Context: an optimization exercise on an open-source flow, tuned for small area. The choices shown serve that exercise and are no tape-out recipe.
No run shown here included a check of the RTL's function; only the layout flow was run.

==> flow/run.sh <==
#!/bin/bash
# The standard layout, with the smallest buffer on every input and output port
# instead of the flow's default choice, and clock tree synthesis without dummy
# loads and with smaller clock buffers.  make's output goes to flow_make.log.
set -euo pipefail
export BUFFER_PORTS_ARGS="-buffer_cell sky130_fd_sc_hd__buf_1"
export CTS_ARGS="-sink_clustering_enable -repair_clock_nets -dont_use_dummy_load -buf_list {sky130_fd_sc_hd__clkbuf_8 sky130_fd_sc_hd__clkbuf_16} -sink_clustering_size 30 -sink_clustering_max_diameter 100"
bash standard.sh > flow_make.log 2>&1
==> standard.sh <==
#!/bin/bash
# synth_recipe.tcl (not shown) runs the flow's synth.tcl, then flattens the netlist and writes it again
# the make line also repeats each setting of config.mk as NAME=value (left out here)
make -C /OpenROAD-flow-scripts/flow DESIGN_CONFIG=/design/flow/config.mk WORK_HOME=/design/flow/orfs CLKGATE_MAP_FILE= SYNTH_SCRIPT=/design/flow/synth_recipe.tcl "${@:-finish}"
==> config.mk <==
export PLATFORM = sky130hd
export DESIGN_NAME = acdma_top
export DESIGN_NICKNAME = acdma_top
export VERILOG_FILES = /design/flow/design.v
export SDC_FILE = /design/flow/constraint.sdc
export NUM_CORES = 4
export LEC_CHECK = 0
export CAP_MARGIN = 20
export CORE_MARGIN = 2
export CORE_UTILIZATION = 40
export PLACE_DENSITY = 0.6
export SLEW_MARGIN = 20
export SYNTH_HIERARCHICAL = 1
export SYNTH_MINIMUM_KEEP_SIZE = 0
==> constraint.sdc <==
create_clock -name core_clock -period 4.0 [get_ports {clk}]
set_input_delay 0.8000 -clock core_clock [delete_from_list [all_inputs] [get_ports {clk}]]
set_output_delay 0.8000 -clock core_clock [all_outputs]
set_load 0.01 [all_outputs]
==> design.v <==
package AggrCDMAPkg;
    parameter int CDMA_CODE_WIDTH = 16;                      
    parameter int NUM_PORTS       = CDMA_CODE_WIDTH;         
    parameter int DATA_WIDTH      = 8;                       
    parameter int LOG_CODE_WIDTH  = $clog2(CDMA_CODE_WIDTH-1); 
    parameter int COUNTER_WIDTH   = $clog2(CDMA_CODE_WIDTH-1);   
    parameter logic [CDMA_CODE_WIDTH*CDMA_CODE_WIDTH-1:0] CDMA_CODES    
                   = { 16'd0,
                       16'd21845,
                       16'd13107,
                       16'd26214,
                       16'd3855,
                       16'd23130,
                       16'd15420,
                       16'd26985,
                       16'd255,
                       16'd21930,
                       16'd13260,
                       16'd26265,
                       16'd4080,
                       16'd23205,
                       16'd15555,
                       16'd27030};
    typedef   logic [DATA_WIDTH-1:0] dataWord;  
endpackage
module fa3 (
  input  logic a,
  input  logic b,
  input  logic c,
  output logic s,
  output logic co
);
  assign s  = a ^ b ^ c;
  assign co = (a & b) | (a & c) | (b & c);
endmodule
module ha2 (
  input  logic a,
  input  logic b,
  output logic s,
  output logic co
);
  assign s  = a ^ b;
  assign co = a & b;
endmodule
module acdma_top (
  input  logic         clk,
  input  logic         rst,
  input  logic [127:0] data_in,
  output logic [127:0] decoded_out
);
  logic [15:1] chip;
  wire  [15:0] chipx = {chip, 1'b0};
  wire  [3:0]  ph = ~{chip[8], chip[4], chip[2], chip[1]};
  wire  [3:0]  nn = ~(ph + 4'h1);
  always_ff @(posedge clk) begin
    if (rst) {chip[12], chip[8], chip[4], chip[3], chip[2], chip[1]} <= 6'd0;
    else begin
      chip[1] <= nn[0];
      chip[2] <= nn[1];
      chip[3] <= nn[0] ^ nn[1];
      chip[4] <= nn[2];
      chip[8] <= nn[3];
      chip[12] <= nn[2] ^ nn[3];
    end
  end
  assign chip[5] = chip[1] ^ chip[4];
  assign chip[6] = chip[2] ^ chip[4];
  assign chip[7] = chip[3] ^ chip[4];
  assign chip[9] = chip[1] ^ chip[8];
  assign chip[10] = chip[2] ^ chip[8];
  assign chip[11] = chip[3] ^ chip[8];
  assign chip[13] = chip[1] ^ chip[12];
  assign chip[14] = chip[2] ^ chip[12];
  assign chip[15] = chip[3] ^ chip[12];
  logic [127:0] w;
  assign w[7:0] = {~(data_in[7] ^ chipx[0]), data_in[6:0] ^ {7{chipx[0]}}};
  assign w[15:8] = {~(data_in[15] ^ chipx[1]), data_in[14:8] ^ {7{chipx[1]}}};
  assign w[23:16] = {~(data_in[23] ^ chipx[2]), data_in[22:16] ^ {7{chipx[2]}}};
  assign w[31:24] = {~(data_in[31] ^ chipx[3]), data_in[30:24] ^ {7{chipx[3]}}};
  assign w[39:32] = {~(data_in[39] ^ chipx[4]), data_in[38:32] ^ {7{chipx[4]}}};
  assign w[47:40] = {~(data_in[47] ^ chipx[5]), data_in[46:40] ^ {7{chipx[5]}}};
  assign w[55:48] = {~(data_in[55] ^ chipx[6]), data_in[54:48] ^ {7{chipx[6]}}};
  assign w[63:56] = {~(data_in[63] ^ chipx[7]), data_in[62:56] ^ {7{chipx[7]}}};
  assign w[71:64] = {~(data_in[71] ^ chipx[8]), data_in[70:64] ^ {7{chipx[8]}}};
  assign w[79:72] = {~(data_in[79] ^ chipx[9]), data_in[78:72] ^ {7{chipx[9]}}};
  assign w[87:80] = {~(data_in[87] ^ chipx[10]), data_in[86:80] ^ {7{chipx[10]}}};
  assign w[95:88] = {~(data_in[95] ^ chipx[11]), data_in[94:88] ^ {7{chipx[11]}}};
  assign w[103:96] = {~(data_in[103] ^ chipx[12]), data_in[102:96] ^ {7{chipx[12]}}};
  assign w[111:104] = {~(data_in[111] ^ chipx[13]), data_in[110:104] ^ {7{chipx[13]}}};
  assign w[119:112] = {~(data_in[119] ^ chipx[14]), data_in[118:112] ^ {7{chipx[14]}}};
  assign w[127:120] = {~(data_in[127] ^ chipx[15]), data_in[126:120] ^ {7{chipx[15]}}};
  wire ts0, tc0;
  fa3 uts0 (.a(w[120]), .b(w[112]), .c(w[104]), .s(ts0), .co(tc0));
  wire ts1, tc1;
  ha2 uts1 (.a(w[96]), .b(w[88]), .s(ts1), .co(tc1));
  wire ts2, tc2;
  fa3 uts2 (.a(w[121]), .b(w[113]), .c(w[105]), .s(ts2), .co(tc2));
  wire ts3, tc3;
  fa3 uts3 (.a(w[97]), .b(w[89]), .c(w[81]), .s(ts3), .co(tc3));
  wire ts4, tc4;
  ha2 uts4 (.a(w[73]), .b(w[65]), .s(ts4), .co(tc4));
  wire ts5, tc5;
  fa3 uts5 (.a(w[122]), .b(w[114]), .c(w[106]), .s(ts5), .co(tc5));
  wire ts6, tc6;
  fa3 uts6 (.a(w[98]), .b(w[90]), .c(w[82]), .s(ts6), .co(tc6));
  wire ts7, tc7;
  fa3 uts7 (.a(w[74]), .b(w[66]), .c(w[58]), .s(ts7), .co(tc7));
  wire ts8, tc8;
  fa3 uts8 (.a(w[123]), .b(w[115]), .c(w[107]), .s(ts8), .co(tc8));
  wire ts9, tc9;
  fa3 uts9 (.a(w[99]), .b(w[91]), .c(w[83]), .s(ts9), .co(tc9));
  wire ts10, tc10;
  fa3 uts10 (.a(w[75]), .b(w[67]), .c(w[59]), .s(ts10), .co(tc10));
  wire ts11, tc11;
  fa3 uts11 (.a(w[124]), .b(w[116]), .c(w[108]), .s(ts11), .co(tc11));
  wire ts12, tc12;
  fa3 uts12 (.a(w[100]), .b(w[92]), .c(w[84]), .s(ts12), .co(tc12));
  wire ts13, tc13;
  fa3 uts13 (.a(w[76]), .b(w[68]), .c(w[60]), .s(ts13), .co(tc13));
  wire ts14, tc14;
  fa3 uts14 (.a(w[125]), .b(w[117]), .c(w[109]), .s(ts14), .co(tc14));
  wire ts15, tc15;
  fa3 uts15 (.a(w[101]), .b(w[93]), .c(w[85]), .s(ts15), .co(tc15));
  wire ts16, tc16;
  fa3 uts16 (.a(w[77]), .b(w[69]), .c(w[61]), .s(ts16), .co(tc16));
  wire ts17, tc17;
  fa3 uts17 (.a(w[126]), .b(w[118]), .c(w[110]), .s(ts17), .co(tc17));
  wire ts18, tc18;
  fa3 uts18 (.a(w[102]), .b(w[94]), .c(w[86]), .s(ts18), .co(tc18));
  wire ts19, tc19;
  fa3 uts19 (.a(w[78]), .b(w[70]), .c(w[62]), .s(ts19), .co(tc19));
  wire ts20, tc20;
  fa3 uts20 (.a(w[127]), .b(w[119]), .c(w[111]), .s(ts20), .co(tc20));
  wire ts21, tc21;
  fa3 uts21 (.a(w[103]), .b(w[95]), .c(w[87]), .s(ts21), .co(tc21));
  wire ts22, tc22;
  fa3 uts22 (.a(w[79]), .b(w[71]), .c(w[63]), .s(ts22), .co(tc22));
  wire ts23, tc23;
  fa3 uts23 (.a(w[80]), .b(w[72]), .c(w[64]), .s(ts23), .co(tc23));
  wire ts24, tc24;
  fa3 uts24 (.a(w[56]), .b(w[48]), .c(w[40]), .s(ts24), .co(tc24));
  wire ts25, tc25;
  fa3 uts25 (.a(tc1), .b(tc0), .c(w[57]), .s(ts25), .co(tc25));
  wire ts26, tc26;
  fa3 uts26 (.a(w[49]), .b(w[41]), .c(w[33]), .s(ts26), .co(tc26));
  wire ts27, tc27;
  fa3 uts27 (.a(w[25]), .b(w[17]), .c(w[9]), .s(ts27), .co(tc27));
  wire ts28, tc28;
  fa3 uts28 (.a(tc4), .b(tc3), .c(tc2), .s(ts28), .co(tc28));
  wire ts29, tc29;
  fa3 uts29 (.a(w[50]), .b(w[42]), .c(w[34]), .s(ts29), .co(tc29));
  wire ts30, tc30;
  fa3 uts30 (.a(w[26]), .b(w[18]), .c(w[10]), .s(ts30), .co(tc30));
  wire ts31, tc31;
  ha2 uts31 (.a(w[2]), .b(ts7), .s(ts31), .co(tc31));
  wire ts32, tc32;
  fa3 uts32 (.a(tc7), .b(tc6), .c(tc5), .s(ts32), .co(tc32));
  wire ts33, tc33;
  fa3 uts33 (.a(w[51]), .b(w[43]), .c(w[35]), .s(ts33), .co(tc33));
  wire ts34, tc34;
  fa3 uts34 (.a(w[27]), .b(w[19]), .c(w[11]), .s(ts34), .co(tc34));
  wire ts35, tc35;
  fa3 uts35 (.a(w[3]), .b(ts10), .c(ts9), .s(ts35), .co(tc35));
  wire ts36, tc36;
  fa3 uts36 (.a(tc10), .b(tc9), .c(tc8), .s(ts36), .co(tc36));
  wire ts37, tc37;
  fa3 uts37 (.a(w[52]), .b(w[44]), .c(w[36]), .s(ts37), .co(tc37));
  wire ts38, tc38;
  fa3 uts38 (.a(w[28]), .b(w[20]), .c(w[12]), .s(ts38), .co(tc38));
  wire ts39, tc39;
  fa3 uts39 (.a(w[4]), .b(ts13), .c(ts12), .s(ts39), .co(tc39));
  wire ts40, tc40;
  fa3 uts40 (.a(tc13), .b(tc12), .c(tc11), .s(ts40), .co(tc40));
  wire ts41, tc41;
  fa3 uts41 (.a(w[53]), .b(w[45]), .c(w[37]), .s(ts41), .co(tc41));
  wire ts42, tc42;
  fa3 uts42 (.a(w[29]), .b(w[21]), .c(w[13]), .s(ts42), .co(tc42));
  wire ts43, tc43;
  fa3 uts43 (.a(w[5]), .b(ts16), .c(ts15), .s(ts43), .co(tc43));
  wire ts44, tc44;
  fa3 uts44 (.a(tc16), .b(tc15), .c(tc14), .s(ts44), .co(tc44));
  wire ts45, tc45;
  fa3 uts45 (.a(w[54]), .b(w[46]), .c(w[38]), .s(ts45), .co(tc45));
  wire ts46, tc46;
  fa3 uts46 (.a(w[30]), .b(w[22]), .c(w[14]), .s(ts46), .co(tc46));
  wire ts47, tc47;
  fa3 uts47 (.a(w[6]), .b(ts19), .c(ts18), .s(ts47), .co(tc47));
  wire ts48, tc48;
  fa3 uts48 (.a(tc19), .b(tc18), .c(tc17), .s(ts48), .co(tc48));
  wire ts49, tc49;
  fa3 uts49 (.a(w[55]), .b(w[47]), .c(w[39]), .s(ts49), .co(tc49));
  wire ts50, tc50;
  fa3 uts50 (.a(w[31]), .b(w[23]), .c(w[15]), .s(ts50), .co(tc50));
  wire ts51, tc51;
  fa3 uts51 (.a(w[7]), .b(ts22), .c(ts21), .s(ts51), .co(tc51));
  wire ts52, tc52;
  fa3 uts52 (.a(w[32]), .b(w[24]), .c(w[16]), .s(ts52), .co(tc52));
  wire ts53, tc53;
  ha2 uts53 (.a(w[8]), .b(w[0]), .s(ts53), .co(tc53));
  wire ts54, tc54;
  fa3 uts54 (.a(tc24), .b(tc23), .c(w[1]), .s(ts54), .co(tc54));
  wire ts55, tc55;
  fa3 uts55 (.a(ts4), .b(ts3), .c(ts2), .s(ts55), .co(tc55));
  wire ts56, tc56;
  ha2 uts56 (.a(ts27), .b(ts26), .s(ts56), .co(tc56));
  wire ts57, tc57;
  fa3 uts57 (.a(tc27), .b(tc26), .c(tc25), .s(ts57), .co(tc57));
  wire ts58, tc58;
  fa3 uts58 (.a(ts6), .b(ts5), .c(ts31), .s(ts58), .co(tc58));
  wire ts59, tc59;
  fa3 uts59 (.a(ts30), .b(ts29), .c(ts28), .s(ts59), .co(tc59));
  wire ts60, tc60;
  fa3 uts60 (.a(tc31), .b(tc30), .c(tc29), .s(ts60), .co(tc60));
  wire ts61, tc61;
  fa3 uts61 (.a(tc28), .b(ts8), .c(ts35), .s(ts61), .co(tc61));
  wire ts62, tc62;
  fa3 uts62 (.a(ts34), .b(ts33), .c(ts32), .s(ts62), .co(tc62));
  wire ts63, tc63;
  fa3 uts63 (.a(tc35), .b(tc34), .c(tc33), .s(ts63), .co(tc63));
  wire ts64, tc64;
  fa3 uts64 (.a(tc32), .b(ts11), .c(ts39), .s(ts64), .co(tc64));
  wire ts65, tc65;
  fa3 uts65 (.a(ts38), .b(ts37), .c(ts36), .s(ts65), .co(tc65));
  wire ts66, tc66;
  fa3 uts66 (.a(tc39), .b(tc38), .c(tc37), .s(ts66), .co(tc66));
  wire ts67, tc67;
  fa3 uts67 (.a(tc36), .b(ts14), .c(ts43), .s(ts67), .co(tc67));
  wire ts68, tc68;
  fa3 uts68 (.a(ts42), .b(ts41), .c(ts40), .s(ts68), .co(tc68));
  wire ts69, tc69;
  fa3 uts69 (.a(tc43), .b(tc42), .c(tc41), .s(ts69), .co(tc69));
  wire ts70, tc70;
  fa3 uts70 (.a(tc40), .b(ts17), .c(ts47), .s(ts70), .co(tc70));
  wire ts71, tc71;
  fa3 uts71 (.a(ts46), .b(ts45), .c(ts44), .s(ts71), .co(tc71));
  wire ts72, tc72;
  fa3 uts72 (.a(tc47), .b(tc46), .c(tc45), .s(ts72), .co(tc72));
  wire ts73, tc73;
  fa3 uts73 (.a(tc44), .b(ts20), .c(ts51), .s(ts73), .co(tc73));
  wire ts74, tc74;
  fa3 uts74 (.a(ts50), .b(ts49), .c(ts48), .s(ts74), .co(tc74));
  wire ts75, tc75;
  fa3 uts75 (.a(tc51), .b(tc50), .c(tc49), .s(ts75), .co(tc75));
  wire ts76, tc76;
  fa3 uts76 (.a(tc48), .b(tc22), .c(tc21), .s(ts76), .co(tc76));
  wire ts77, tc77;
  fa3 uts77 (.a(ts1), .b(ts0), .c(ts24), .s(ts77), .co(tc77));
  wire ts78, tc78;
  fa3 uts78 (.a(tc53), .b(tc52), .c(ts25), .s(ts78), .co(tc78));
  wire ts79, tc79;
  ha2 uts79 (.a(ts56), .b(ts55), .s(ts79), .co(tc79));
  wire ts80, tc80;
  fa3 uts80 (.a(tc56), .b(tc55), .c(tc54), .s(ts80), .co(tc80));
  wire ts81, tc81;
  fa3 uts81 (.a(ts59), .b(ts58), .c(ts57), .s(ts81), .co(tc81));
  wire ts82, tc82;
  fa3 uts82 (.a(tc59), .b(tc58), .c(tc57), .s(ts82), .co(tc82));
  wire ts83, tc83;
  fa3 uts83 (.a(ts62), .b(ts61), .c(ts60), .s(ts83), .co(tc83));
  wire ts84, tc84;
  fa3 uts84 (.a(tc62), .b(tc61), .c(tc60), .s(ts84), .co(tc84));
  wire ts85, tc85;
  fa3 uts85 (.a(ts65), .b(ts64), .c(ts63), .s(ts85), .co(tc85));
  wire ts86, tc86;
  fa3 uts86 (.a(tc65), .b(tc64), .c(tc63), .s(ts86), .co(tc86));
  wire ts87, tc87;
  fa3 uts87 (.a(ts68), .b(ts67), .c(ts66), .s(ts87), .co(tc87));
  wire ts88, tc88;
  fa3 uts88 (.a(tc68), .b(tc67), .c(tc66), .s(ts88), .co(tc88));
  wire ts89, tc89;
  fa3 uts89 (.a(ts71), .b(ts70), .c(ts69), .s(ts89), .co(tc89));
  wire ts90, tc90;
  fa3 uts90 (.a(tc71), .b(tc70), .c(tc69), .s(ts90), .co(tc90));
  wire ts91, tc91;
  fa3 uts91 (.a(ts74), .b(ts73), .c(ts72), .s(ts91), .co(tc91));
  wire ts92, tc92;
  fa3 uts92 (.a(tc74), .b(tc73), .c(tc72), .s(ts92), .co(tc92));
  wire ts93, tc93;
  fa3 uts93 (.a(tc20), .b(ts76), .c(ts75), .s(ts93), .co(tc93));
  wire ts94, tc94;
  ha2 uts94 (.a(ts23), .b(ts53), .s(ts94), .co(tc94));
  wire ts95, tc95;
  fa3 uts95 (.a(tc77), .b(ts54), .c(ts79), .s(ts95), .co(tc95));
  wire ts96, tc96;
  fa3 uts96 (.a(tc79), .b(tc78), .c(ts81), .s(ts96), .co(tc96));
  wire ts97, tc97;
  fa3 uts97 (.a(tc81), .b(tc80), .c(ts83), .s(ts97), .co(tc97));
  wire ts98, tc98;
  fa3 uts98 (.a(tc83), .b(tc82), .c(ts85), .s(ts98), .co(tc98));
  wire ts99, tc99;
  fa3 uts99 (.a(tc85), .b(tc84), .c(ts87), .s(ts99), .co(tc99));
  wire ts100, tc100;
  fa3 uts100 (.a(tc87), .b(tc86), .c(ts89), .s(ts100), .co(tc100));
  wire ts101, tc101;
  fa3 uts101 (.a(tc89), .b(tc88), .c(ts91), .s(ts101), .co(tc101));
  wire ts102, tc102;
  fa3 uts102 (.a(tc91), .b(tc90), .c(ts93), .s(ts102), .co(tc102));
  wire ts103, tc103;
  fa3 uts103 (.a(tc93), .b(tc92), .c(tc76), .s(ts103), .co(tc103));
  wire ts104, tc104;
  ha2 uts104 (.a(ts52), .b(ts77), .s(ts104), .co(tc104));
  wire ts105, tc105;
  fa3 uts105 (.a(tc94), .b(ts78), .c(ts95), .s(ts105), .co(tc105));
  wire ts106, tc106;
  fa3 uts106 (.a(tc95), .b(ts80), .c(ts96), .s(ts106), .co(tc106));
  wire ts107, tc107;
  fa3 uts107 (.a(tc96), .b(ts82), .c(ts97), .s(ts107), .co(tc107));
  wire ts108, tc108;
  fa3 uts108 (.a(tc97), .b(ts84), .c(ts98), .s(ts108), .co(tc108));
  wire ts109, tc109;
  fa3 uts109 (.a(tc98), .b(ts86), .c(ts99), .s(ts109), .co(tc109));
  wire ts110, tc110;
  fa3 uts110 (.a(tc99), .b(ts88), .c(ts100), .s(ts110), .co(tc110));
  wire ts111, tc111;
  fa3 uts111 (.a(tc100), .b(ts90), .c(ts101), .s(ts111), .co(tc111));
  wire ts112, tc112;
  fa3 uts112 (.a(tc101), .b(ts92), .c(ts102), .s(ts112), .co(tc112));
  wire ts113, tc113;
  fa3 uts113 (.a(tc102), .b(tc75), .c(ts103), .s(ts113), .co(tc113));
  wire [11:0] t0 = {1'b0, tc103, ts113, ts112, ts111, ts110, ts109, ts108, ts107, ts106, ts105, ts104};
  wire [11:0] t1 = {1'b0, tc113, tc112, tc111, tc110, tc109, tc108, tc107, tc106, tc105, tc104, ts94};
  logic [11:0] a0, a1;
  logic [11:0] r1, r2;
  logic [11:3] r3;
  logic [3:0] xl;
  logic [7:0] xd;
  logic cx;
  wire sel = ~ph[0];
  wire [3:0] xa = sel ? {r2[2:0], 1'b0} : r2[3:0];
  wire [3:0] xb = sel ? ~xl : r1[3:0];
  wire [4:0] xc;
  wire [3:0] xs;
  ha2 uxl0 (.a(xa[0]), .b(xb[0]), .s(xs[0]), .co(xc[1]));
  fa3 uxl1 (.a(xa[1]), .b(xb[1]), .c(xc[1]), .s(xs[1]), .co(xc[2]));
  fa3 uxl2 (.a(xa[2]), .b(xb[2]), .c(xc[2]), .s(xs[2]), .co(xc[3]));
  fa3 uxl3 (.a(xa[3]), .b(xb[3]), .c(xc[3]), .s(xs[3]), .co(xc[4]));
  wire [7:0] ya = sel ? r3[11:4] : r3[10:3];
  wire [7:0] yb = sel ? r2[11:4] : ~xd;
  wire [8:0] yc;
  wire [7:0] ys;
  assign yc[0] = cx;
  fa3 uxh0 (.a(ya[0]), .b(yb[0]), .c(yc[0]), .s(ys[0]), .co(yc[1]));
  fa3 uxh1 (.a(ya[1]), .b(yb[1]), .c(yc[1]), .s(ys[1]), .co(yc[2]));
  fa3 uxh2 (.a(ya[2]), .b(yb[2]), .c(yc[2]), .s(ys[2]), .co(yc[3]));
  fa3 uxh3 (.a(ya[3]), .b(yb[3]), .c(yc[3]), .s(ys[3]), .co(yc[4]));
  fa3 uxh4 (.a(ya[4]), .b(yb[4]), .c(yc[4]), .s(ys[4]), .co(yc[5]));
  fa3 uxh5 (.a(ya[5]), .b(yb[5]), .c(yc[5]), .s(ys[5]), .co(yc[6]));
  fa3 uxh6 (.a(ya[6]), .b(yb[6]), .c(yc[6]), .s(ys[6]), .co(yc[7]));
  assign ys[7] = ya[7] ^ yb[7] ^ yc[7];
  always_ff @(posedge clk) begin
    a0 <= t0;
    a1 <= t1;
    r1 <= a0 + a1;
    r2 <= r1;
    r3 <= r2[11:3];
    xl <= xs;
    cx <= xc[4];
    xd <= ys;
  end
  wire [3:0] xlo = xl;
  logic [7:0] sl, sh;
  logic clr_lo, clr_hi;
  assign clr_lo = (ph == 4'd4) | (ph == 4'd5);
  always_comb begin
    case (ph)
      4'd0: sl = 8'haa;
      4'd1: sl = 8'h55;
      4'd2: sl = 8'h00;
      4'd3: sl = 8'h00;
      4'd4: sl = 8'h5a;
      4'd5: sl = 8'hb4;
      4'd6: sl = 8'he1;
      4'd7: sl = 8'hc3;
      4'd8: sl = 8'ha5;
      4'd9: sl = 8'h4b;
      4'd10: sl = 8'h1e;
      4'd11: sl = 8'h3c;
      4'd12: sl = 8'h99;
      4'd13: sl = 8'h33;
      4'd14: sl = 8'h66;
      4'd15: sl = 8'hcc;
      default: sl = 8'h00;
    endcase
  end
  always_ff @(posedge clk) begin
    sh <= sl;
    clr_hi <= clr_lo;
  end
  logic [3:0] klo [0:7];
  logic [7:0] khi [0:7];
  assign klo[0] = ph[0] ? 4'hc : 4'hc;
  assign khi[0] = ph[0] ? 8'hff : 8'hff;
  assign klo[1] = ph[0] ? 4'hc : 4'hc;
  assign khi[1] = ph[0] ? 8'hff : 8'hff;
  assign klo[2] = ph[0] ? 4'hc : 4'h8;
  assign khi[2] = ph[0] ? 8'h7 : 8'hff;
  assign klo[3] = ph[0] ? 4'h0 : 4'hc;
  assign khi[3] = ph[0] ? 8'hff : 8'h0;
  assign klo[4] = ph[0] ? 4'hc : 4'hc;
  assign khi[4] = ph[0] ? 8'hff : 8'hff;
  assign klo[5] = ph[0] ? 4'hc : 4'hc;
  assign khi[5] = ph[0] ? 8'hff : 8'hff;
  assign klo[6] = ph[0] ? 4'hc : 4'hc;
  assign khi[6] = ph[0] ? 8'hff : 8'hff;
  assign klo[7] = ph[0] ? 4'hc : 4'hc;
  assign khi[7] = ph[0] ? 8'hff : 8'hff;
  logic [11:0] ring [0:15];
  logic [7:0]  cy;
  wire [3:0] la0 = clr_lo ? klo[0] : ring[0][3:0];
  wire [3:0] lb0 = xlo ^ {4{sl[0]}};
  wire [4:0] lc0;
  wire [3:0] ls0;
  assign lc0[0] = 1'b0;
  ha2 ul0_0 (.a(la0[0]), .b(lb0[0]), .s(ls0[0]), .co(lc0[1]));
  fa3 ul0_1 (.a(la0[1]), .b(lb0[1]), .c(lc0[1]), .s(ls0[1]), .co(lc0[2]));
  fa3 ul0_2 (.a(la0[2]), .b(lb0[2]), .c(lc0[2]), .s(ls0[2]), .co(lc0[3]));
  fa3 ul0_3 (.a(la0[3]), .b(lb0[3]), .c(lc0[3]), .s(ls0[3]), .co(lc0[4]));
  wire [7:0] ha0 = clr_hi ? khi[0] : ring[1][11:4];
  wire [7:0] hb0 = xd ^ {8{sh[0]}};
  wire [7:0] hc0;
  wire [7:0] hs0;
  assign hc0[0] = cy[0];
  fa3 uh0_0 (.a(ha0[0]), .b(hb0[0]), .c(hc0[0]), .s(hs0[0]), .co(hc0[1]));
  fa3 uh0_1 (.a(ha0[1]), .b(hb0[1]), .c(hc0[1]), .s(hs0[1]), .co(hc0[2]));
  fa3 uh0_2 (.a(ha0[2]), .b(hb0[2]), .c(hc0[2]), .s(hs0[2]), .co(hc0[3]));
  fa3 uh0_3 (.a(ha0[3]), .b(hb0[3]), .c(hc0[3]), .s(hs0[3]), .co(hc0[4]));
  fa3 uh0_4 (.a(ha0[4]), .b(hb0[4]), .c(hc0[4]), .s(hs0[4]), .co(hc0[5]));
  fa3 uh0_5 (.a(ha0[5]), .b(hb0[5]), .c(hc0[5]), .s(hs0[5]), .co(hc0[6]));
  fa3 uh0_6 (.a(ha0[6]), .b(hb0[6]), .c(hc0[6]), .s(hs0[6]), .co(hc0[7]));
  assign hs0[7] = ha0[7] ^ hb0[7] ^ hc0[7];
  wire [3:0] la1 = clr_lo ? klo[1] : ring[2][3:0];
  wire [3:0] lb1 = xlo ^ {4{sl[1]}};
  wire [4:0] lc1;
  wire [3:0] ls1;
  assign lc1[0] = 1'b0;
  ha2 ul1_0 (.a(la1[0]), .b(lb1[0]), .s(ls1[0]), .co(lc1[1]));
  fa3 ul1_1 (.a(la1[1]), .b(lb1[1]), .c(lc1[1]), .s(ls1[1]), .co(lc1[2]));
  fa3 ul1_2 (.a(la1[2]), .b(lb1[2]), .c(lc1[2]), .s(ls1[2]), .co(lc1[3]));
  fa3 ul1_3 (.a(la1[3]), .b(lb1[3]), .c(lc1[3]), .s(ls1[3]), .co(lc1[4]));
  wire [7:0] ha1 = clr_hi ? khi[1] : ring[3][11:4];
  wire [7:0] hb1 = xd ^ {8{sh[1]}};
  wire [7:0] hc1;
  wire [7:0] hs1;
  assign hc1[0] = cy[1];
  fa3 uh1_0 (.a(ha1[0]), .b(hb1[0]), .c(hc1[0]), .s(hs1[0]), .co(hc1[1]));
  fa3 uh1_1 (.a(ha1[1]), .b(hb1[1]), .c(hc1[1]), .s(hs1[1]), .co(hc1[2]));
  fa3 uh1_2 (.a(ha1[2]), .b(hb1[2]), .c(hc1[2]), .s(hs1[2]), .co(hc1[3]));
  fa3 uh1_3 (.a(ha1[3]), .b(hb1[3]), .c(hc1[3]), .s(hs1[3]), .co(hc1[4]));
  fa3 uh1_4 (.a(ha1[4]), .b(hb1[4]), .c(hc1[4]), .s(hs1[4]), .co(hc1[5]));
  fa3 uh1_5 (.a(ha1[5]), .b(hb1[5]), .c(hc1[5]), .s(hs1[5]), .co(hc1[6]));
  fa3 uh1_6 (.a(ha1[6]), .b(hb1[6]), .c(hc1[6]), .s(hs1[6]), .co(hc1[7]));
  assign hs1[7] = ha1[7] ^ hb1[7] ^ hc1[7];
  wire [3:0] la2 = clr_lo ? klo[2] : ring[4][3:0];
  wire [3:0] lb2 = xlo ^ {4{sl[2]}};
  wire [4:0] lc2;
  wire [3:0] ls2;
  assign lc2[0] = 1'b0;
  ha2 ul2_0 (.a(la2[0]), .b(lb2[0]), .s(ls2[0]), .co(lc2[1]));
  fa3 ul2_1 (.a(la2[1]), .b(lb2[1]), .c(lc2[1]), .s(ls2[1]), .co(lc2[2]));
  fa3 ul2_2 (.a(la2[2]), .b(lb2[2]), .c(lc2[2]), .s(ls2[2]), .co(lc2[3]));
  fa3 ul2_3 (.a(la2[3]), .b(lb2[3]), .c(lc2[3]), .s(ls2[3]), .co(lc2[4]));
  wire [7:0] ha2 = clr_hi ? khi[2] : ring[5][11:4];
  wire [7:0] hb2 = xd ^ {8{sh[2]}};
  wire [7:0] hc2;
  wire [7:0] hs2;
  assign hc2[0] = cy[2];
  fa3 uh2_0 (.a(ha2[0]), .b(hb2[0]), .c(hc2[0]), .s(hs2[0]), .co(hc2[1]));
  fa3 uh2_1 (.a(ha2[1]), .b(hb2[1]), .c(hc2[1]), .s(hs2[1]), .co(hc2[2]));
  fa3 uh2_2 (.a(ha2[2]), .b(hb2[2]), .c(hc2[2]), .s(hs2[2]), .co(hc2[3]));
  fa3 uh2_3 (.a(ha2[3]), .b(hb2[3]), .c(hc2[3]), .s(hs2[3]), .co(hc2[4]));
  fa3 uh2_4 (.a(ha2[4]), .b(hb2[4]), .c(hc2[4]), .s(hs2[4]), .co(hc2[5]));
  fa3 uh2_5 (.a(ha2[5]), .b(hb2[5]), .c(hc2[5]), .s(hs2[5]), .co(hc2[6]));
  fa3 uh2_6 (.a(ha2[6]), .b(hb2[6]), .c(hc2[6]), .s(hs2[6]), .co(hc2[7]));
  assign hs2[7] = ha2[7] ^ hb2[7] ^ hc2[7];
  wire [3:0] la3 = clr_lo ? klo[3] : ring[6][3:0];
  wire [3:0] lb3 = xlo ^ {4{sl[3]}};
  wire [4:0] lc3;
  wire [3:0] ls3;
  assign lc3[0] = 1'b0;
  ha2 ul3_0 (.a(la3[0]), .b(lb3[0]), .s(ls3[0]), .co(lc3[1]));
  fa3 ul3_1 (.a(la3[1]), .b(lb3[1]), .c(lc3[1]), .s(ls3[1]), .co(lc3[2]));
  fa3 ul3_2 (.a(la3[2]), .b(lb3[2]), .c(lc3[2]), .s(ls3[2]), .co(lc3[3]));
  fa3 ul3_3 (.a(la3[3]), .b(lb3[3]), .c(lc3[3]), .s(ls3[3]), .co(lc3[4]));
  wire [7:0] ha3 = clr_hi ? khi[3] : ring[7][11:4];
  wire [7:0] hb3 = xd ^ {8{sh[3]}};
  wire [7:0] hc3;
  wire [7:0] hs3;
  assign hc3[0] = cy[3];
  fa3 uh3_0 (.a(ha3[0]), .b(hb3[0]), .c(hc3[0]), .s(hs3[0]), .co(hc3[1]));
  fa3 uh3_1 (.a(ha3[1]), .b(hb3[1]), .c(hc3[1]), .s(hs3[1]), .co(hc3[2]));
  fa3 uh3_2 (.a(ha3[2]), .b(hb3[2]), .c(hc3[2]), .s(hs3[2]), .co(hc3[3]));
  fa3 uh3_3 (.a(ha3[3]), .b(hb3[3]), .c(hc3[3]), .s(hs3[3]), .co(hc3[4]));
  fa3 uh3_4 (.a(ha3[4]), .b(hb3[4]), .c(hc3[4]), .s(hs3[4]), .co(hc3[5]));
  fa3 uh3_5 (.a(ha3[5]), .b(hb3[5]), .c(hc3[5]), .s(hs3[5]), .co(hc3[6]));
  fa3 uh3_6 (.a(ha3[6]), .b(hb3[6]), .c(hc3[6]), .s(hs3[6]), .co(hc3[7]));
  assign hs3[7] = ha3[7] ^ hb3[7] ^ hc3[7];
  wire [3:0] la4 = clr_lo ? klo[4] : ring[8][3:0];
  wire [3:0] lb4 = xlo ^ {4{sl[4]}};
  wire [4:0] lc4;
  wire [3:0] ls4;
  assign lc4[0] = 1'b0;
  ha2 ul4_0 (.a(la4[0]), .b(lb4[0]), .s(ls4[0]), .co(lc4[1]));
  fa3 ul4_1 (.a(la4[1]), .b(lb4[1]), .c(lc4[1]), .s(ls4[1]), .co(lc4[2]));
  fa3 ul4_2 (.a(la4[2]), .b(lb4[2]), .c(lc4[2]), .s(ls4[2]), .co(lc4[3]));
  fa3 ul4_3 (.a(la4[3]), .b(lb4[3]), .c(lc4[3]), .s(ls4[3]), .co(lc4[4]));
  wire [7:0] ha4 = clr_hi ? khi[4] : ring[9][11:4];
  wire [7:0] hb4 = xd ^ {8{sh[4]}};
  wire [7:0] hc4;
  wire [7:0] hs4;
  assign hc4[0] = cy[4];
  fa3 uh4_0 (.a(ha4[0]), .b(hb4[0]), .c(hc4[0]), .s(hs4[0]), .co(hc4[1]));
  fa3 uh4_1 (.a(ha4[1]), .b(hb4[1]), .c(hc4[1]), .s(hs4[1]), .co(hc4[2]));
  fa3 uh4_2 (.a(ha4[2]), .b(hb4[2]), .c(hc4[2]), .s(hs4[2]), .co(hc4[3]));
  fa3 uh4_3 (.a(ha4[3]), .b(hb4[3]), .c(hc4[3]), .s(hs4[3]), .co(hc4[4]));
  fa3 uh4_4 (.a(ha4[4]), .b(hb4[4]), .c(hc4[4]), .s(hs4[4]), .co(hc4[5]));
  fa3 uh4_5 (.a(ha4[5]), .b(hb4[5]), .c(hc4[5]), .s(hs4[5]), .co(hc4[6]));
  fa3 uh4_6 (.a(ha4[6]), .b(hb4[6]), .c(hc4[6]), .s(hs4[6]), .co(hc4[7]));
  assign hs4[7] = ha4[7] ^ hb4[7] ^ hc4[7];
  wire [3:0] la5 = clr_lo ? klo[5] : ring[10][3:0];
  wire [3:0] lb5 = xlo ^ {4{sl[5]}};
  wire [4:0] lc5;
  wire [3:0] ls5;
  assign lc5[0] = 1'b0;
  ha2 ul5_0 (.a(la5[0]), .b(lb5[0]), .s(ls5[0]), .co(lc5[1]));
  fa3 ul5_1 (.a(la5[1]), .b(lb5[1]), .c(lc5[1]), .s(ls5[1]), .co(lc5[2]));
  fa3 ul5_2 (.a(la5[2]), .b(lb5[2]), .c(lc5[2]), .s(ls5[2]), .co(lc5[3]));
  fa3 ul5_3 (.a(la5[3]), .b(lb5[3]), .c(lc5[3]), .s(ls5[3]), .co(lc5[4]));
  wire [7:0] ha5 = clr_hi ? khi[5] : ring[11][11:4];
  wire [7:0] hb5 = xd ^ {8{sh[5]}};
  wire [7:0] hc5;
  wire [7:0] hs5;
  assign hc5[0] = cy[5];
  fa3 uh5_0 (.a(ha5[0]), .b(hb5[0]), .c(hc5[0]), .s(hs5[0]), .co(hc5[1]));
  fa3 uh5_1 (.a(ha5[1]), .b(hb5[1]), .c(hc5[1]), .s(hs5[1]), .co(hc5[2]));
  fa3 uh5_2 (.a(ha5[2]), .b(hb5[2]), .c(hc5[2]), .s(hs5[2]), .co(hc5[3]));
  fa3 uh5_3 (.a(ha5[3]), .b(hb5[3]), .c(hc5[3]), .s(hs5[3]), .co(hc5[4]));
  fa3 uh5_4 (.a(ha5[4]), .b(hb5[4]), .c(hc5[4]), .s(hs5[4]), .co(hc5[5]));
  fa3 uh5_5 (.a(ha5[5]), .b(hb5[5]), .c(hc5[5]), .s(hs5[5]), .co(hc5[6]));
  fa3 uh5_6 (.a(ha5[6]), .b(hb5[6]), .c(hc5[6]), .s(hs5[6]), .co(hc5[7]));
  assign hs5[7] = ha5[7] ^ hb5[7] ^ hc5[7];
  wire [3:0] la6 = clr_lo ? klo[6] : ring[12][3:0];
  wire [3:0] lb6 = xlo ^ {4{sl[6]}};
  wire [4:0] lc6;
  wire [3:0] ls6;
  assign lc6[0] = 1'b0;
  ha2 ul6_0 (.a(la6[0]), .b(lb6[0]), .s(ls6[0]), .co(lc6[1]));
  fa3 ul6_1 (.a(la6[1]), .b(lb6[1]), .c(lc6[1]), .s(ls6[1]), .co(lc6[2]));
  fa3 ul6_2 (.a(la6[2]), .b(lb6[2]), .c(lc6[2]), .s(ls6[2]), .co(lc6[3]));
  fa3 ul6_3 (.a(la6[3]), .b(lb6[3]), .c(lc6[3]), .s(ls6[3]), .co(lc6[4]));
  wire [7:0] ha6 = clr_hi ? khi[6] : ring[13][11:4];
  wire [7:0] hb6 = xd ^ {8{sh[6]}};
  wire [7:0] hc6;
  wire [7:0] hs6;
  assign hc6[0] = cy[6];
  fa3 uh6_0 (.a(ha6[0]), .b(hb6[0]), .c(hc6[0]), .s(hs6[0]), .co(hc6[1]));
  fa3 uh6_1 (.a(ha6[1]), .b(hb6[1]), .c(hc6[1]), .s(hs6[1]), .co(hc6[2]));
  fa3 uh6_2 (.a(ha6[2]), .b(hb6[2]), .c(hc6[2]), .s(hs6[2]), .co(hc6[3]));
  fa3 uh6_3 (.a(ha6[3]), .b(hb6[3]), .c(hc6[3]), .s(hs6[3]), .co(hc6[4]));
  fa3 uh6_4 (.a(ha6[4]), .b(hb6[4]), .c(hc6[4]), .s(hs6[4]), .co(hc6[5]));
  fa3 uh6_5 (.a(ha6[5]), .b(hb6[5]), .c(hc6[5]), .s(hs6[5]), .co(hc6[6]));
  fa3 uh6_6 (.a(ha6[6]), .b(hb6[6]), .c(hc6[6]), .s(hs6[6]), .co(hc6[7]));
  assign hs6[7] = ha6[7] ^ hb6[7] ^ hc6[7];
  wire [3:0] la7 = clr_lo ? klo[7] : ring[14][3:0];
  wire [3:0] lb7 = xlo ^ {4{sl[7]}};
  wire [4:0] lc7;
  wire [3:0] ls7;
  assign lc7[0] = 1'b0;
  ha2 ul7_0 (.a(la7[0]), .b(lb7[0]), .s(ls7[0]), .co(lc7[1]));
  fa3 ul7_1 (.a(la7[1]), .b(lb7[1]), .c(lc7[1]), .s(ls7[1]), .co(lc7[2]));
  fa3 ul7_2 (.a(la7[2]), .b(lb7[2]), .c(lc7[2]), .s(ls7[2]), .co(lc7[3]));
  fa3 ul7_3 (.a(la7[3]), .b(lb7[3]), .c(lc7[3]), .s(ls7[3]), .co(lc7[4]));
  wire [7:0] ha7 = clr_hi ? khi[7] : ring[15][11:4];
  wire [7:0] hb7 = xd ^ {8{sh[7]}};
  wire [7:0] hc7;
  wire [7:0] hs7;
  assign hc7[0] = cy[7];
  fa3 uh7_0 (.a(ha7[0]), .b(hb7[0]), .c(hc7[0]), .s(hs7[0]), .co(hc7[1]));
  fa3 uh7_1 (.a(ha7[1]), .b(hb7[1]), .c(hc7[1]), .s(hs7[1]), .co(hc7[2]));
  fa3 uh7_2 (.a(ha7[2]), .b(hb7[2]), .c(hc7[2]), .s(hs7[2]), .co(hc7[3]));
  fa3 uh7_3 (.a(ha7[3]), .b(hb7[3]), .c(hc7[3]), .s(hs7[3]), .co(hc7[4]));
  fa3 uh7_4 (.a(ha7[4]), .b(hb7[4]), .c(hc7[4]), .s(hs7[4]), .co(hc7[5]));
  fa3 uh7_5 (.a(ha7[5]), .b(hb7[5]), .c(hc7[5]), .s(hs7[5]), .co(hc7[6]));
  fa3 uh7_6 (.a(ha7[6]), .b(hb7[6]), .c(hc7[6]), .s(hs7[6]), .co(hc7[7]));
  assign hs7[7] = ha7[7] ^ hb7[7] ^ hc7[7];
  always_ff @(posedge clk) begin
    ring[1] <= {ring[0][11:4], ls0};
    cy[0] <= lc0[4];
    ring[2] <= {hs0, ring[1][3:0]};
    ring[3] <= {ring[2][11:4], ls1};
    cy[1] <= lc1[4];
    ring[4] <= {hs1, ring[3][3:0]};
    ring[5] <= {ring[4][11:4], ls2};
    cy[2] <= lc2[4];
    ring[6] <= {hs2, ring[5][3:0]};
    ring[7] <= {ring[6][11:4], ls3};
    cy[3] <= lc3[4];
    ring[8] <= {hs3, ring[7][3:0]};
    ring[9] <= {ring[8][11:4], ls4};
    cy[4] <= lc4[4];
    ring[10] <= {hs4, ring[9][3:0]};
    ring[11] <= {ring[10][11:4], ls5};
    cy[5] <= lc5[4];
    ring[12] <= {hs5, ring[11][3:0]};
    ring[13] <= {ring[12][11:4], ls6};
    cy[6] <= lc6[4];
    ring[14] <= {hs6, ring[13][3:0]};
    ring[15] <= {ring[14][11:4], ls7};
    cy[7] <= lc7[4];
    ring[0] <= {hs7, ring[15][3:0]};
  end
  assign decoded_out[7:0] = ring[5][11:4];
  assign decoded_out[15:8] = ring[6][11:4];
  assign decoded_out[23:16] = ring[7][11:4];
  assign decoded_out[31:24] = ring[8][11:4];
  assign decoded_out[39:32] = ring[9][11:4];
  assign decoded_out[47:40] = ring[10][11:4];
  assign decoded_out[55:48] = ring[11][11:4];
  assign decoded_out[63:56] = ring[12][11:4];
  assign decoded_out[71:64] = ring[13][11:4];
  assign decoded_out[79:72] = ring[14][11:4];
  assign decoded_out[87:80] = ring[15][11:4];
  assign decoded_out[95:88] = ring[0][11:4];
  assign decoded_out[103:96] = ring[1][11:4];
  assign decoded_out[111:104] = ring[2][11:4];
  assign decoded_out[119:112] = ring[3][11:4];
  assign decoded_out[127:120] = ring[4][11:4];
endmodule
==> results of run 1 <==
## metrics by stage
step | util (%) | worst slack, ps
6_report | 45.7 | -46.3
5_1_grt | 45.7 | -136
4_1_cts | 44.9 | -6.80
3_5_place_dp | 43.5 | -204
3_3_place_gp | 43.5 | -183
2_1_floorplan | - | -18.9
## area by class of cell
| type | count | area [µm²] |
|---|---|---|
| fill | 3401 | 19900 |
| multi-input combinational | 695 | 8410 |
| sequential | 283 | 5680 |
| timing repair buffer | 323 | 1640 |
| tap | 468 | 586 |
| clock buffer | 13 | 325 |
| inverter | 23 | 86.3 |
## sequential cells by signal, summed over array words and instances (netlist names)
register / flops
a0: 11
a1: 11
chip: 6
clr_hi: 1
cx: 1
cy: 8
r1: 12
r2: 12
r3: 9
ring: 192
sh: 8
xd: 8
xl: 4
## layout by cell type (no fill, tap or decap), drive strengths merged, types with 2 or more instances in the layout
cell    netlist  layout
mux2i         2       2
nand3         9       9
a211oi        6       6
nand4         2       2
o21a          7       7
a31oi         2       2
a21oi        11      11
clkbuf       32      13
inv          22      22
o21ai        21      21
nor2         19      19
ha           34      34
nor2b         8       8
fa          197     197
xor2        116     116
nand2b       15      15
and2         16      16
or2          46      46
a21o          3       3
buf         144     323
xnor2       138     138
dfxtp       283     283
nor3          3       3
mux2         10      10
nand2        20      20
## cells by family (layout without fill, tap and decap cells)
| logic type | after synthesis | after routing |
|---|---|---|
| AOI/OAI and AO/OA | 58 | 58 |
| xor gates and xnor gates | 254 | 254 |
| adders and majority gates | 231 | 231 |
| buffers and inverters | 199 | 359 |
| DFF | 283 | 283 |
| muxes | 12 | 12 |
| and+or+nand+nor | 140 | 140 |
## critical path, delay by kind of cell, from the launching register on
| kind | cells | cell delay, ps |
|---|---|---|
| adders and majority gates | 6 | 2970 |
| DFF | 1 | 360 |
| xor gates and xnor gates | 2 | 300 |
| buffers and inverters | 2 | 290 |
## worst paths after layout
check	slack, ps	depth (start not counted)	end
worst max-delay path	-50	10	a0[5]
worst min-delay path	330	0	ring[4][3]
worst max register to register	-50	10	a0[5]
worst min register to register	330	0	ring[4][3]
## Yosys stat by module, one instance, submodules excluded
module,copies in the design,cells,flops+latches,area (µm²)
acdma_top,1,964,283,10700
ha2,17,1,0,12.5
fa3,196,1,0,20.0
## metal layers
| layer | routed length (µm) | global-route usage (%) | vias to the layer above | part of all wire [%] |
|---|---|---|---|---|
| li1 | - | - | 3825 | - |
| met1 | 13400 | 21.2 | 3956 | 44 |
| met2 | 15100 | 28.6 | 242 | 50 |
| met3 | 1400 | 2.04 | 26 | 4.6 |
| met4 | 437 | 2.76 | 0 | 1.4 |
| met5 | 0 | 0 | - | 0 |
## repair_timing
action	in CTS	in global routing
gates cloned	0	0
buffers inserted	3	5
resized for setup	31	60
endpoints found under the setup margin	24	24
hold buffers	0	0
pin swaps	13	29
==> impl_metrics.ini, run 1 <==
[timing]
max_freq_mhz = 247
worst_pin_slew_ps = 714
fin_worst_skew_ps = 21.2
rsz0062_at_grt = yes
finalCritPeriodShare_pct = 101
min_period_ps = 4050
setup_viol = 3
setup_ws_ps = -46.3
holdWs_ps = 330
hold_viol = 0
tns_ps = -102
slew_violations = 0
slew_headroom_pct = 52.3

[final_layout]
drive_above_1_share_pct = 19.1
antenna_cells = 0
design_area_um2 = 16700
nets = 1700
syn2layout_area_growth_pct = 12.5
stdcell_count = 1805

[yosys]
yosysTopAreaCell = dfxtp_1
synthArstFlopShare_pct = 0
synth-xor-area-share_pct = 15.4
synthesis.area_um2 = 14900
synth-seq-cells = 283
ys.warnings.count = 19
synth_edf_count = 0
ys_types = 43
syn_nets = 1538
synthFlopType = dfxtp_1
synthCells = 1177
synth.avg_cell_area_um2 = 12.6
synth_fa_ha_area_share_pct = 29.4
synth_compound_area_share_pct = 2.54
synthMuxAreaShare_pct = 0.892
synthTopCellsByArea = dfxtp_1 (38%), fa_1 (27%), xnor2_1 (7.7%)
yosysMostFrequentCell = dfxtp_1
synthTopCellsByCount = dfxtp_1 (283), fa_1 (197), buf_4 (130), xnor2_1 (130), xor2_1 (116)
yosysSeqAreaShare_pct = 38.1
yosys.area_share.simple_pct = 5.20
synth_top_family_by_area = adder cells
synthDominantCellAreaShare_pct = 38.1

[worst_setup_path]
rr_startpoint = chip[3]
cpMostUsedCell = fa_2
slowest_stage = fa_2
critPathCaptureType = flip-flop
path_max_fanout = 6
worstPathArrival_ps = 4390
crit_chain = buf_12, xnor2_4, buf_12, xnor2_2, fa_2, fa_1, fa_1, fa_2, fa_2, fa_2
worstSetupStartpointType = flip-flop
critical_path.startpoint = chip[3]
critPathRequiredTime_ps = 4350
max_stage_delay_ps = 580
path_class = reg2reg

[placed_design]
place_inst = 1784
port_buffers = 257
gp_congestion = 0.836
hpwl_mm = 25.0
place_area_um2 = 15900

[status]
violations = negative setup slack
status = finished with violations

[floorplan]
rows = 70
die_w_um = 197
dieArea_um2 = 38700
core-area_um2 = 36600
die_y_um = 197
io_pins = 258
initial_core_util_pct = 40.6

[job]
cap_violations = 0

[clock_tree]
root_buffer = clkbuf_16
cts_buffer_depth = 3
cts_max_level = 1
path_clk_slew_ps = 110
insertion_delay_ps = 480
cts_tree = built
numCtsBuffers = 13
cts.sinks = 283

[route]
wirelength_mm = 30.4
wire_per_inst_um = 16.8
vias = 8049
drc = 0
drt_pass1_iterations = 4
postRouteAntennaNets = 0
initialDrtViolationCount = 274
viasPerCell = 4.46

[grt]
grt_max_degree = 40
grt.total_usage_pct = 16.1
grt_pass1_vias = 8892
grt_pass1_wl_mm = 48.2
grt_overflow = 0
antenna_found_initial = 0

[min_path]
worstHoldStart = ring[3][3]
hp-class = reg2reg
==> inputs of run 2 (changes only) <==
--- a/design.v
+++ b/design.v
@@ -55,3 +55,3 @@
   always_ff @(posedge clk) begin
-    if (rst) {chip[12], chip[8], chip[4], chip[3], chip[2], chip[1]} <= 6'd0;
+    if (rst) chip <= 15'd0;
     else begin
@@ -61,15 +61,15 @@
       chip[4] <= nn[2];
+      chip[5] <= nn[0] ^ nn[2];
+      chip[6] <= nn[1] ^ nn[2];
+      chip[7] <= nn[0] ^ nn[1] ^ nn[2];
       chip[8] <= nn[3];
+      chip[9] <= nn[0] ^ nn[3];
+      chip[10] <= nn[1] ^ nn[3];
+      chip[11] <= nn[0] ^ nn[1] ^ nn[3];
       chip[12] <= nn[2] ^ nn[3];
+      chip[13] <= nn[0] ^ nn[2] ^ nn[3];
+      chip[14] <= nn[1] ^ nn[2] ^ nn[3];
+      chip[15] <= nn[0] ^ nn[1] ^ nn[2] ^ nn[3];
     end
   end
-  assign chip[5] = chip[1] ^ chip[4];
-  assign chip[6] = chip[2] ^ chip[4];
-  assign chip[7] = chip[3] ^ chip[4];
-  assign chip[9] = chip[1] ^ chip[8];
-  assign chip[10] = chip[2] ^ chip[8];
-  assign chip[11] = chip[3] ^ chip[8];
-  assign chip[13] = chip[1] ^ chip[12];
-  assign chip[14] = chip[2] ^ chip[12];
-  assign chip[15] = chip[3] ^ chip[12];
   logic [127:0] w;
--- a/flow/run.sh
+++ b/flow/run.sh
@@ -6,3 +6,3 @@
 export BUFFER_PORTS_ARGS="-buffer_cell sky130_fd_sc_hd__buf_1"
-export CTS_ARGS="-sink_clustering_enable -repair_clock_nets -dont_use_dummy_load -buf_list {sky130_fd_sc_hd__clkbuf_8 sky130_fd_sc_hd__clkbuf_16} -sink_clustering_size 30 -sink_clustering_max_diameter 100"
+export CTS_ARGS="-sink_clustering_enable -repair_clock_nets -dont_use_dummy_load -buf_list {sky130_fd_sc_hd__clkbuf_4 sky130_fd_sc_hd__clkbuf_8}"
 bash standard.sh > flow_make.log 2>&1
==> impl_metrics.ini, run 2 <==
[status]
status = complete, no violations

[floorplan]
io_pins = 258
core-area_um2 = 37400
die_w_um = 198
die_y_um = 198
initial_core_util_pct = 40.3
dieArea_um2 = 39200
rows = 71

[route]
initialDrtViolationCount = 284
drc = 0
postRouteAntennaNets = 0
wirelength_mm = 30.7
vias = 8290
viasPerCell = 4.40
drt_pass1_iterations = 4
wire_per_inst_um = 16.3

[timing]
min_period_ps = 3900
tns_ps = 0
worst_pin_slew_ps = 685
fin_worst_skew_ps = 71.7
slew_violations = 0
setup_viol = 0
finalCritPeriodShare_pct = 97.4
max_freq_mhz = 257
slew_headroom_pct = 54.3
hold_viol = 0
rsz0062_at_grt = yes

[worst_setup_path]
crit_chain = mux2_2, fa_1, fa_1, fa_1, fa_1, fa_1, fa_1, fa_1, xnor2_1
critical_path.startpoint = chip[1]
reg2reg_depth = 9
rr_startpoint = chip[1]
worstPathArrival_ps = 4270
path_max_fanout = 6
critPathTopFamily = adder cells
max_stage_delay_ps = 460
critPathRequiredTime_ps = 4380
slowest_stage = fa_1
path_class = reg2reg
r2r_slack_ps = 100
cpMostUsedCell = fa_1
worstSetupStartpointType = flip-flop
critPathCaptureType = flip-flop
path_buf_inv = 0
r2r-end = xd[7]

[placed_design]
port_buffers = 257
gp_congestion = 0.833
hpwl_mm = 24.7

[grt]
grt_pass1_vias = 9229
grt_overflow = 0
grt.total_usage_pct = 16.2
antenna_found_initial = 0
grt_max_degree = 49
grt_pass1_wl_mm = 48.6

[yosys]
yosysTopAreaCell = dfxtp_1
synth_edf_count = 0
synth.avg_cell_area_um2 = 12.5
synth-seq-cells = 292
synthArstFlopShare_pct = 0
synthesis.area_um2 = 15100
yosysMostFrequentCell = dfxtp_1
synthTopCellsByArea = dfxtp_1 (39%), fa_1 (26%), xor2_1 (9.6%)
synthFlopType = dfxtp_1
ys_types = 41
synthCells = 1208
ys.warnings.count = 10
synthTopCellsByCount = dfxtp_1 (292), fa_1 (197), xor2_1 (165)
yosysSeqAreaShare_pct = 38.8
syn_nets = 1569
synthDominantCellAreaShare_pct = 38.8

[final_layout]
regMostFlops = ring
syn2layout_area_growth_pct = 10.9
finish.utilization_pct = 44.7
final_cell_mix = dfxtp_1 (287), buf_1 (257), xor2_1 (165), fa_1 (146), xnor2_1 (87)
reg.largest.list = ring: 192 flops, chip: 15 flops
largest_reg_flops = 192
drive_above_1_share_pct = 15.4
final_common_cell = dfxtp_1
n_fill_cell = 3534
nets = 1737
antenna_cells = 0

[min_path]
worst_hold_path.num_cells = 0
min_to = ring[9][7]
worstHoldStart = ring[8][7]
hp-class = reg2reg

[job]
cap_violations = 0

[clock_tree]
path_clk_slew_ps = 50
cts_tree = built
cts_max_level = 2
cts_hold_buf = 0
cts_buffer_depth = 3
postCtsSetupBuffers = 0
insertion_delay_ps = 550
cts.sinks = 292
numCtsBuffers = 47
root_buffer = clkbuf_8
-- run 2: final cells by class --
cell class	count	area [µm²]	area share, %
Tap cell	511	639	3.83
Timing Repair Buffer	302	1380	8.24
Inverter	24	90.1	0.539
Multi-Input combinational cell	709	8090	48.5
Clock buffer	47	647	3.87
Sequential cell	292	5850	35.1
-- run 2: worst max path at each step --
| stage | endpoint | slack [ps] | depth (start not counted) |
|---|---|---|---|
| 4_1_cts | ring[6][11] | 0.02 | 12 |
| 6_report | xd[7] | 100 | 9 |
| 2_1_floorplan | xd[7] | -20 | 11 |
| 3_3_place_gp | a0[5] | -200 | 9 |
| 5_1_grt | xd[7] | -30 | 10 |
| 3_5_place_dp | a0[5] | -250 | 9 |
-- run 2: logic make-up (layout without fill, tap and decap cells) --
group / count (synthesis) / count (layout) / synth area share (%)
buf+inv: 207 / 373 / 8.40
flops: 292 / 292 / 38.8
fa+ha+maj: 231 / 231 / 29.0
xor+xnor: 255 / 255 / 15.0
mux: 12 / 12 / 0.880
compound gates: 63 / 63 / 2.72
simple gates: 148 / 148 / 5.22
-- run 2: layer usage --
metal / routed length [µm] / GRT usage (%) / share of wire (%) / vias to the layer above
met5: 0 / 0 / 0 / -
met4: 744 / 5.04 / 2.4 / 0
met3: 1480 / 2.73 / 4.8 / 50
met2: 15000 / 28.0 / 49 / 273
met1: 13500 / 20.7 / 44 / 4057
li1: - / - / - / 3910
-- run 2: per-stage QoR --
| step | instances | cell area, µm² | setup slack [ps] | hold slack (ps) |
|---|---|---|---|---|
| 5_1_grt | 1885 | 16700 | -30.8 | 305 |
| 4_1_cts | 1885 | 16600 | 0.0226 | 281 |
| 2_1_floorplan | 1208 | 15200 | -23.2 | 310 |
| 6_report | 1885 | 16700 | 105 | 286 |
| 3_3_place_gp | 1838 | 16000 | -201 | 311 |
| 3_5_place_dp | 1838 | 16000 | -252 | 312 |
-- run 2: modules after synthesis, one instance, submodules excluded --
module / cells / flip-flops and latches
acdma_top: 995 / 292
ha2: 1 / 0
fa3: 1 / 0
-- run 2: repair_timing --
item | 4_1_cts | 5_1_grt
gates resized for setup | 17 | 19
endpoints found under the setup margin | 9 | 15
pin swaps | 5 | 12

==> port drivers added, routing unchanged <==
No port has a modelled driver above. Below, the same layouts with a new extraction and two added sets of constraints. Step 1 sets driving cells, clkbuf_16 on the clock port and buf_2 on the other inputs (assumed; they add their load-dependent delay and slew). Step 2 moves the port delays by t, midway between the first and last clock arrival at a register: inputs arrive t later, outputs are due t later. That takes back most of the time a late clock gives input paths. Three values: ideal, step 1, step 2; two values: the first two.
run | t, ns | setup WS [ns] | worst setup path at the end | clock arrival spread, ns | pins driven straight from the clock port
run 1 | 0.518 | -0.046 / -0.046 / -0.254 | input to register | 0.021 / 0.021 | 1
run 2 | 0.564 | 0.105 / 0.105 / -0.240 | input to register | 0.072 / 0.072 | 1
With both steps, setup timing fails in run 2, where it was met with ideal ports. For run 2, which loses most, drivers alone change the setup slack by 0.000 ns; drivers and shift together by -0.345 ns.
